Source: an optimization exercise on an open RTL-to-GDS flow (aim: small area, a short achievable clock period and few clock cycles per item). Production flows keep margins and buffers that such runs may drop. RTL that was checked went through simulation tests only; none was proved equivalent to the original. The flow treats the clock pin as an ideal source, which a real chip does not have. Power is estimated from default activity; no workload was simulated.

==> flow/design.v (excerpt) <==
module Convolution(clk, rst_n, in_valid, weight_valid,
  In_IFM_1, In_IFM_2, In_IFM_3, In_IFM_4, In_IFM_5, In_IFM_6, In_IFM_7, In_IFM_8, In_IFM_9,
  In_Weight_1, In_Weight_2, In_Weight_3, In_Weight_4, In_Weight_5, In_Weight_6, In_Weight_7, In_Weight_8, In_Weight_9,
  out_valid, Out_OFM);
input clk, rst_n, in_valid, weight_valid;
input [7:0] In_IFM_1;
input [7:0] In_IFM_2;
input [7:0] In_IFM_3;
input [7:0] In_IFM_4;
input [7:0] In_IFM_5;
input [7:0] In_IFM_6;
input [7:0] In_IFM_7;
input [7:0] In_IFM_8;
input [7:0] In_IFM_9;
input [7:0] In_Weight_1;
input [7:0] In_Weight_2;
input [7:0] In_Weight_3;
input [7:0] In_Weight_4;
input [7:0] In_Weight_5;
input [7:0] In_Weight_6;
input [7:0] In_Weight_7;
input [7:0] In_Weight_8;
input [7:0] In_Weight_9;
output out_valid;
output [20:0] Out_OFM;
reg [7:0] x1, w1;
reg [7:0] x2, w2;
reg [7:0] x3, w3;
reg [7:0] x4, w4;
reg [7:0] x5, w5;
reg [7:0] x6, w6;
reg [7:0] x7, w7;
reg [7:0] x8, w8;
reg [7:0] x9, w9;
wire [7:0] wn1;
wsel #(.N(8)) u_wsel1(.s(weight_valid), .a(In_Weight_1), .b(w1), .y(wn1));
wire [7:0] wn2;
wsel #(.N(8)) u_wsel2(.s(weight_valid), .a(In_Weight_2), .b(w2), .y(wn2));
wire [7:0] wn3;
  ...
For scale: about 1800 cells after synthesis, roughly 340 flip-flops, roughly 170 I/O pins, roughly 24000 um2 of cells after synthesis.
clock: 8.0 ns
lec_check: 0
abc_clock_period_in_ps: 2000
cap_margin: 20
core_margin: 2
core_utilization: 60
cts_cluster_diameter: 75
cts_cluster_size: 30
place_density: 0.7
slew_margin: 20
synth_hierarchical: 1
standard.sh (not shown) runs the stock make flow with config.mk's settings and CLKGATE_MAP_FILE= SYNTH_SCRIPT=/design/flow/synth_recipe.tcl, a recipe that flattens the netlist after the stock synthesis.
==> flow/flow/run.sh <==
#!/bin/bash
# Own flow: the standard ORFS flow (standard synthesis, same steps and scripts), with
#  - port buffers of a plain small buffer cell (every input and output port still gets one),
#  - a tighter setup-slack target for the resizer's timing repair (flow/margin.txt),
#  - optionally (flow/post_cts.tcl) a step after clock-tree synthesis that sizes down cells
#    that are faster than needed, keeping the same setup-slack target.
# Each tool's full output goes to flow_orfs.log in this folder; ORFS's per-step logs stay
# under orfs/logs/.
set -euo pipefail
MARGIN=$(cat flow/margin.txt 2>/dev/null || echo 5.0)
export BUFFER_PORTS_ARGS="-buffer_cell sky130_fd_sc_hd__buf_1"
if [[ -f flow/post_cts.tcl ]]; then
  export POST_CTS_TCL=$PWD/flow/post_cts.tcl
fi
export OWN_MARGIN=$MARGIN
bash standard.sh SETUP_SLACK_MARGIN=$MARGIN finish > flow_orfs.log 2>&1
==> flow/flow/margin.txt <==
5.2
==> flow/flow/post_cts.tcl <==
# After clock-tree synthesis and its timing repair: size down cells on paths with more
# setup slack than the target, then legalise the placement again.
estimate_parasitics -placement
repair_timing -recover_power 100 -setup_margin $::env(OWN_MARGIN) -verbose
detailed_placement
check_placement -verbose
The first run produced a clean layout.
Testbench counts at the start, summed over its fixed seeds: cycles 824, items 800.
Rerun with:
--- a/flow/config.mk
+++ b/flow/config.mk
@@ -9,8 +9,8 @@
 export CAP_MARGIN = 20
 export CORE_MARGIN = 2
-export CORE_UTILIZATION = 60
-export CTS_CLUSTER_DIAMETER = 75
-export CTS_CLUSTER_SIZE = 30
-export PLACE_DENSITY = 0.7
+export CORE_UTILIZATION = 70
+export CTS_CLUSTER_DIAMETER = 100
+export CTS_CLUSTER_SIZE = 20
+export PLACE_DENSITY = 0.8
 export SLEW_MARGIN = 20
 export SYNTH_HIERARCHICAL = 1
The new run completed without violations.
Cell count goes down by 3.5%.
Routed wire length goes down by 0.61%.
Setup slack degrades by 0.0084 ns.
Utilization goes up by 9.1 points.
Sequential cell count does not change.

---

## red
Convolution, a different RTL version from the one above (not shown whole).
For scale: roughly 1800 cells after synthesis, ~0.024 mm2 of cells after synthesis.
// Convolution
module Convolution(clk, rst_n, in_valid, weight_valid,
  In_IFM_1, In_IFM_2, In_IFM_3, In_IFM_4, In_IFM_5, In_IFM_6, In_IFM_7, In_IFM_8, In_IFM_9,
  In_Weight_1, In_Weight_2, In_Weight_3, In_Weight_4, In_Weight_5, In_Weight_6, In_Weight_7, In_Weight_8, In_Weight_9,
  out_valid, Out_OFM);
clock: 8.0 ns
lec_check: 0
abc_clock_period_in_ps: 2000
cap_margin: 20
core_margin: 2
core_utilization: 60
cts_cluster_diameter: 100
cts_cluster_size: 30
place_density: 0.7
slew_margin: 20
synth_hierarchical: 1
Scripts as last shown in full above: flow/flow/run.sh, flow/flow/margin.txt
The final layout from red, which completed every stage, passed the timing, DRC and antenna checks at the end of the flow.
Here is what was changed in the inputs of blue compared with red.
Settings: CTS_CLUSTER_DIAMETER removed (was 100); CTS_CLUSTER_SIZE removed (was 30).
==> flow/flow/run.sh <==
#!/bin/bash
# Own flow: the standard ORFS flow (standard synthesis, same steps), with
#  - port buffers of a plain small buffer cell (every input and output port still gets one),
#  - a tighter setup-slack target for the resizer's timing repair.
# Each tool's full output goes to flow_*.log in this folder; ORFS's own per-step logs stay
# under orfs/logs/.
set -euo pipefail
MARGIN=$(cat flow/margin.txt 2>/dev/null || echo 5.4)
export BUFFER_PORTS_ARGS="-buffer_cell sky130_fd_sc_hd__buf_1"
bash standard.sh SETUP_SLACK_MARGIN=$MARGIN finish > flow_orfs.log 2>&1
==> flow/flow/margin.txt <==
5.5
## What came out
Lower maximum fanout along the worst path among blue and red: red
blue vs red — worst slack on hold paths dropped 0.013 ns.
Layout-stage area growth over the synthesis result ended up 18 points higher on blue than on red.
Of the two values seen for cell with the biggest individual delay on the critical path, sky130_fd_sc_hd__fa_1 was produced by red and sky130_fd_sc_hd__fa_2 by blue.
| worst setup margin | higher: blue |
Taking red as the reference point, the routed metal-1 wire length of blue rises by about 10%.
diff inputs: blue => green
Settings: setting CTS_CLUSTER_DIAMETER to 50 for the first time; setting CTS_CLUSTER_SIZE to 30 for the first time.
==> flow/flow/run.sh <==
#!/bin/bash
# Own flow: the standard ORFS flow (standard synthesis, same steps and scripts), with
#  - port buffers of a plain small buffer cell (every input and output port still gets one),
#  - a tighter setup-slack target for the resizer's timing repair (flow/margin.txt),
#  - optionally (flow/post_cts.tcl) a step after clock-tree synthesis that sizes down cells
#    that are faster than needed, keeping the same setup-slack target.
# Each tool's full output goes to flow_orfs.log in this folder; ORFS's per-step logs stay
# under orfs/logs/.
set -euo pipefail
MARGIN=$(cat flow/margin.txt 2>/dev/null || echo 5.0)
export BUFFER_PORTS_ARGS="-buffer_cell sky130_fd_sc_hd__buf_1"
if [[ -f flow/post_cts.tcl ]]; then
  export POST_CTS_TCL=$PWD/flow/post_cts.tcl
fi
export OWN_MARGIN=$MARGIN
bash standard.sh SETUP_SLACK_MARGIN=$MARGIN finish > flow_orfs.log 2>&1
==> flow/flow/margin.txt <==
5.2
==> flow/flow/post_cts.tcl (new file) <==
# After clock-tree synthesis and its timing repair: size down cells on paths with more
# setup slack than the target, then legalise the placement again.
estimate_parasitics -placement
repair_timing -recover_power 100 -setup_margin $::env(OWN_MARGIN) -verbose
detailed_placement
check_placement -verbose
--- outcome ---
No stage failed in green, and the final checks on the layout all came back clean. Looking at worst setup path startpoint, the w2[4] result is from blue; the k1_916 one comes from green. blue → green: number of iterations in the first detailed-routing pass has decreased; final cell count without fillers dropped 172; total power went down. Against blue, green comes in 3.1 points higher on share of the final layout cell area in sequential cells.
No functional check of the RTL was part of any run of this note.

---

Another version of the RTL of Convolution (not shown whole).
Size: ~1900 cells after synthesis, about 170 I/O pins, about 25000 sq um of cells after synthesis.
Design Convolution, start of the top module:
module Convolution(clk, rst_n, in_valid, weight_valid,
  In_IFM_1, In_IFM_2, In_IFM_3, In_IFM_4, In_IFM_5, In_IFM_6, In_IFM_7, In_IFM_8, In_IFM_9,
  In_Weight_1, In_Weight_2, In_Weight_3, In_Weight_4, In_Weight_5, In_Weight_6, In_Weight_7, In_Weight_8, In_Weight_9,
  out_valid, Out_OFM);
clock: 8.0 ns
lec_check: 0
abc_clock_period_in_ps: 2000
cap_margin: 20
core_margin: 2
core_utilization: 70
cts_cluster_diameter: 100
cts_cluster_size: 20
place_density: 0.8
slew_margin: 20
synth_hierarchical: 1
==> flow/flow/run.sh <==
#!/bin/bash
# Own flow: the standard ORFS flow (standard synthesis, same steps and scripts), with
#  - port buffers of a plain small buffer cell (every input and output port still gets one),
#  - a tighter setup-slack target for the resizer's timing repair (flow/margin.txt),
#  - optionally (flow/post_cts.tcl) a step after clock-tree synthesis that sizes down cells
#    that are faster than needed, keeping the same setup-slack target.
# Each tool's full output goes to flow_orfs.log in this folder; ORFS's per-step logs stay
# under orfs/logs/.
set -euo pipefail
MARGIN=$(cat flow/margin.txt 2>/dev/null || echo 5.0)
export BUFFER_PORTS_ARGS="-buffer_cell sky130_fd_sc_hd__buf_1"
if [[ -f flow/post_cts.tcl ]]; then
  export POST_CTS_TCL=$PWD/flow/post_cts.tcl
fi
export OWN_MARGIN=$MARGIN
bash standard.sh SETUP_SLACK_MARGIN=$MARGIN finish > flow_orfs.log 2>&1
==> flow/flow/margin.txt <==
5.35
==> flow/flow/post_cts.tcl <==
# After clock-tree synthesis and its timing repair: size down cells on paths with more
# setup slack than the target, then legalise the placement again.
estimate_parasitics -placement
repair_timing -recover_power 100 -setup_margin $::env(OWN_MARGIN) -verbose
detailed_placement
check_placement -verbose
Testbench counts at the start, summed over its fixed seeds: cycles 824, items 800.
==> next run, changes <==
--- a/flow/config.mk
+++ b/flow/config.mk
@@ -11,4 +11,4 @@
-export CORE_UTILIZATION = 70
-export CTS_CLUSTER_DIAMETER = 100
-export CTS_CLUSTER_SIZE = 20
-export PLACE_DENSITY = 0.8
+export CORE_UTILIZATION = 60
+export CTS_CLUSTER_DIAMETER = 75
+export CTS_CLUSTER_SIZE = 30
+export PLACE_DENSITY = 0.7
Outcome: The new run completed with no timing, DRC or antenna violations; clock skew drops by 0.0078 ns; setup slack got worse by 0.011 ns; core utilization came out lower by 9.3 points; count of clock-buffer cells in the layout went up by 5; wire length hardly moves; total power grows by 1.8%; combinational power drops by about 2%.
==> next run, changes <==
--- a/flow/config.mk
+++ b/flow/config.mk
@@ -12,2 +12,3 @@
-export CTS_CLUSTER_DIAMETER = 75
-export CTS_CLUSTER_SIZE = 30
+export CTS_BUF_LIST = sky130_fd_sc_hd__clkbuf_4 sky130_fd_sc_hd__clkbuf_8
+export CTS_CLUSTER_DIAMETER = 100
+export CTS_CLUSTER_SIZE = 15
First-iteration DRC count rose by 2.8%.
Total power falls by 5.3%.
Cell count falls by 0.64%.
Hold slack gains 0.0042 ns.
Area after synthesis does not change.
Cell area goes down by 2.3%.
Critical path depth does not change.

==> re-timing with driven ports <==
Ports are ideal in the flow. The routed layouts listed here were re-timed in OpenROAD. Step 1 sets driving cells, clkbuf_16 on the clock port and buf_2 on the other inputs (assumed; they add their load-dependent delay and slew). Step 2 adds t to the input delays and takes it off the output delays; t is the mean of the earliest and latest rising clock arrival at the registers after step 1. Input paths then give back, and output paths get back, about the clock's delay inside the block. a / b / c = no drivers / after step 1 / after step 2; a / b = the first two.
run	shift t [ns]	slack for setup (ns)	worst setup path at the end	pins driven straight from the clock port
the first run of note 1	0.619	5.207 / 5.207 / 4.752	input to register	1
the second run of note 1	0.588	5.198 / 5.198 / 4.730	input to register	1
red	0.589	5.169 / 5.169 / 4.805	input to register	1
blue	0.615	5.208 / 5.208 / 4.925	input to register	1
green	0.623	5.174 / 5.174 / 4.779	input to register	1
the first run of note 3	0.617	5.353 / 5.298 / 4.776	input to register	1
the second run of note 3	0.633	5.343 / 5.290 / 5.315	input to register	1
the third run of note 3	0.696	5.265 / 5.213 / 5.308	input to register	1
After both steps every run listed still meets setup and hold. For the first run of note 3, which loses most, drivers alone change the setup slack by -0.055 ns; drivers and shift together by -0.577 ns.
